What follows belongs to an exercise in optimizing a design on an open flow for small area; a production flow would make more cautious choices.
In this exercise RTL edits were held to simulation tests only and were not proved equivalent to the original.
No driver is modelled on the clock port, so clocking that relies on it looks cheaper here than on a real chip.
No activity file was given, so power comes from the tool's default toggle rates.

// Pin_Verify
module Pin_Verify
(
input        clock_in,
input        sys_reset,
input        Button_input0,
input        Button_input1,
input        Button_input2,
input        Button_input3,
output reg   PIN_TRUE,
output reg   PIN_FALSE,
output [6:0] seg0,
output [6:0] seg1,
output [6:0] seg2,
output [6:0] seg3,
output [6:0] seg4,
output [6:0] seg5,
output [6:0] redled_out
);
clock: 10.0 ns
lec_check: 0
cap_margin: 20
core_margin: 2
core_utilization: 40
slew_margin: 20
run.sh (not shown) runs the stock make flow with config.mk's settings and CLKGATE_MAP_FILE= SYNTH_SCRIPT=/design/flow/synth_recipe.tcl, a recipe that flattens the netlist after the stock synthesis.
Then changed:
Settings changed: CORE_UTILIZATION 40 to 70, CTS_CLUSTER_DIAMETER set to 500, CTS_CLUSTER_SIZE set to 100, PLACE_DENSITY set to 0.8.
After rerunning: Combinational power is higher by about 3%; count of clock-buffer cells in the layout is lower by 2; cell area came out higher by 0.52%; routed wire length came out higher by 6.5%; sequential share of layout area is lower by 0.18 points; worst setup slack loses 0.022 ns; synthesized area is unchanged; cell count falls by 7.5%.


Another version of the RTL of Pin_Verify (not shown whole).
Size in the first run: about 330 cells after synthesis, about 61 flip-flops, roughly 57 I/O pins.
Settings: LEC_CHECK=0, CAP_MARGIN=20, CORE_MARGIN=2, CORE_UTILIZATION=40, SLEW_MARGIN=20; clock period 10.0 ns.
standard.sh (not shown) runs the stock make flow with config.mk's settings and CLKGATE_MAP_FILE= SYNTH_SCRIPT=/design/flow/synth_recipe.tcl, a recipe that flattens the netlist after the stock synthesis.
==> flow/flow/run.sh <==
#!/bin/bash
# Own layout flow: ORFS with four changes.
#  1. Synthesis is synth_recipe.tcl (the standard synthesis) except for the
#     ABC step: ABC runs once per flow/abc*.script (area-oriented mapping,
#     different random seeds) on the same design and the smallest result is
#     kept (flow/best_abc.tcl). Registers are mapped before ABC, as in the
#     standard synthesis, so they come out the same.
#  2. Ports are buffered with sky130_fd_sc_hd__buf_1.
#  3. Before CTS the registers are split by position into two groups, each
#     driven by its own clkbuf_16 on the clock port (flow/prects.tcl); CTS
#     then finds the clock already buffered and leaves it alone.
#  4. Constant outputs share the tie cells Yosys made (no tie cell per port).
# Each tool's output goes to a log file in this folder (make.log, with the
# per-step ORFS logs under orfs/logs/) and write_def.log.
set -euo pipefail
W=$(pwd)
F=$W/flow
sed 's#^  log_cmd abc {\*}\$abc_args#  best_abc $abc_args#' \
  "$FLOW_HOME/scripts/synth.tcl" > "$W/synth_orfs_best.tcl"
grep -q "best_abc \$abc_args" "$W/synth_orfs_best.tcl"
{
  echo "source $F/best_abc.tcl"
  sed "s#source \$::env(SCRIPTS_DIR)/synth.tcl#source $W/synth_orfs_best.tcl#" "$W/synth_recipe.tcl"
} > "$W/synth_best.tcl"
grep -q "synth_orfs_best.tcl" "$W/synth_best.tcl"
export BEST_ABC_SCRIPTS="$(ls "$F"/abc*.script | tr '\n' ' ')"
make -C "$FLOW_HOME" DESIGN_CONFIG="$W/config.mk" WORK_HOME="$W/orfs" CLKGATE_MAP_FILE= \
  SYNTH_SCRIPT="$W/synth_best.tcl" \
  "BUFFER_PORTS_ARGS=-buffer_cell sky130_fd_sc_hd__buf_1" \
  "CTS_ARGS=-sink_clustering_enable -repair_clock_nets -dont_use_dummy_load" \
  PRE_CTS_TCL="$F/prects.tcl" NCLK=2 CLKBUF=sky130_fd_sc_hd__clkbuf_16 \
  SKIP_REPAIR_TIE_FANOUT=1 \
  finish > "$W/make.log" 2>&1
R=$W/orfs/results/sky130hd/Pin_Verify/base
: # left out here: write the final layout as DEF
==> flow/flow/abc2.script <==
strash; &get -n; &deepsyn -T 20 -S 2; &put; strash; &get -n; &dch -f; &nf -a -p -R 1000 -F 8 -A 8 -C 32; &put
==> flow/flow/abc3.script <==
strash; &get -n; &deepsyn -T 20 -S 3; &put; strash; &get -n; &dch -f; &nf -a -p -R 1000 -F 8 -A 8 -C 32; &put
==> flow/flow/abc4.script <==
strash; &get -n; &deepsyn -T 20 -S 4; &put; strash; &get -n; &dch -f; &nf -a -p -R 1000 -F 8 -A 8 -C 32; &put
==> flow/flow/abc5.script <==
strash; &get -n; &deepsyn -T 20 -S 5; &put; strash; &get -n; &dch -f; &nf -a -p -R 1000 -F 8 -A 8 -C 32; &put
Other scripts of this flow, unchanged in this note and not shown: flow/flow/abc0.script, flow/flow/abc1.script, flow/flow/best_abc.tcl, flow/flow/prects.tcl
==> next run, changes <==
==> flow/flow/abc2.script (replaced) <==
strash; &get -n; &deepsyn -T 20 -S 3; &put; strash; &get -n; &dch -f; &nf -a -p -R 1000 -F 8 -A 8 -C 32; &put
==> flow/flow/abc3.script (replaced) <==
strash; &get -n; &deepsyn -T 20; &put; strash; &get -n; &dch -f; &nf -a -p -R 1000 -F 8 -A 8 -C 32 -E 50; &put
==> flow/flow/abc4.script (replaced) <==
strash; &get -n; &deepsyn -T 20; &put; strash; &get -n; &dch; &nf -a -p -R 1000 -F 8 -A 8 -C 32; &put
==> flow/flow/abc5.script (replaced) <==
strash; &get -n; &deepsyn -T 20 -S 1; &put; strash; &get -n; &dch -f; &nf -a -p -R 1000 -F 8 -A 8 -C 32 -E 50; &put
==> flow/flow/abc6.script (new file) <==
strash; &get -n; &deepsyn -T 20; &put; strash; &get -n; &dch; &nf -a -p -R 1000 -F 8 -A 8 -C 32 -E 50; &put
==> flow/flow/abc7.script (new file) <==
strash; &get -n; &deepsyn -T 20 -S 1; &put; strash; &get -n; &dch; &nf -a -p -R 1000 -F 8 -A 8 -C 32 -E 50; &put
==> flow/flow/abc8.script (new file) <==
strash; &get -n; &deepsyn -T 20 -S 3; &put; strash; &get -n; &dch; &nf -a -p -R 1000 -F 8 -A 8 -C 32; &put
Sequential cell count does not change.
Design area is lower slightly.
Register-to-register slack gets better by 0.08 ns.
Core utilization climbs by 1.2 points.

afterwards: timing with drivers on the ports:
How much do the figures lean on ideal ports? The routed layouts below were timed once more, with nothing changed but the port constraints.
Step 1, drivers: a clkbuf_16 drives clock_in and a buf_2 each remaining input, both assumed.
Step 2 times the ports against the registers' clock, not the clock port: input delays grow and output delays shrink by t, the midpoint of the rising clock arrivals with the driver on.
a / b / c = no drivers / after step 1 / after step 2; a / b = the first two.
run	t, ns	setup slack, ns	hold WS [ns]	worst setup path at the end	cell pins on the clock port's net
the first run of note 1	0.358	6.193 / 6.164 / 6.109	0.424 / 0.424 / 0.424	input to register	1
the second run of note 1	0.368	6.171 / 6.142 / 6.105	0.435 / 0.435 / 0.435	input to register	1
the first run of note 2	0.213	6.517 / 6.470 / 6.442	0.447 / 0.447 / 0.447	input to register	2
the second run of note 2	0.210	6.518 / 6.473 / 6.425	0.456 / 0.456 / 0.456	input to register	2
After both steps every run listed still meets setup and hold. The setup slack of the second run of note 2, which loses most, moves by -0.045 ns with the drivers and by -0.093 ns with both steps.
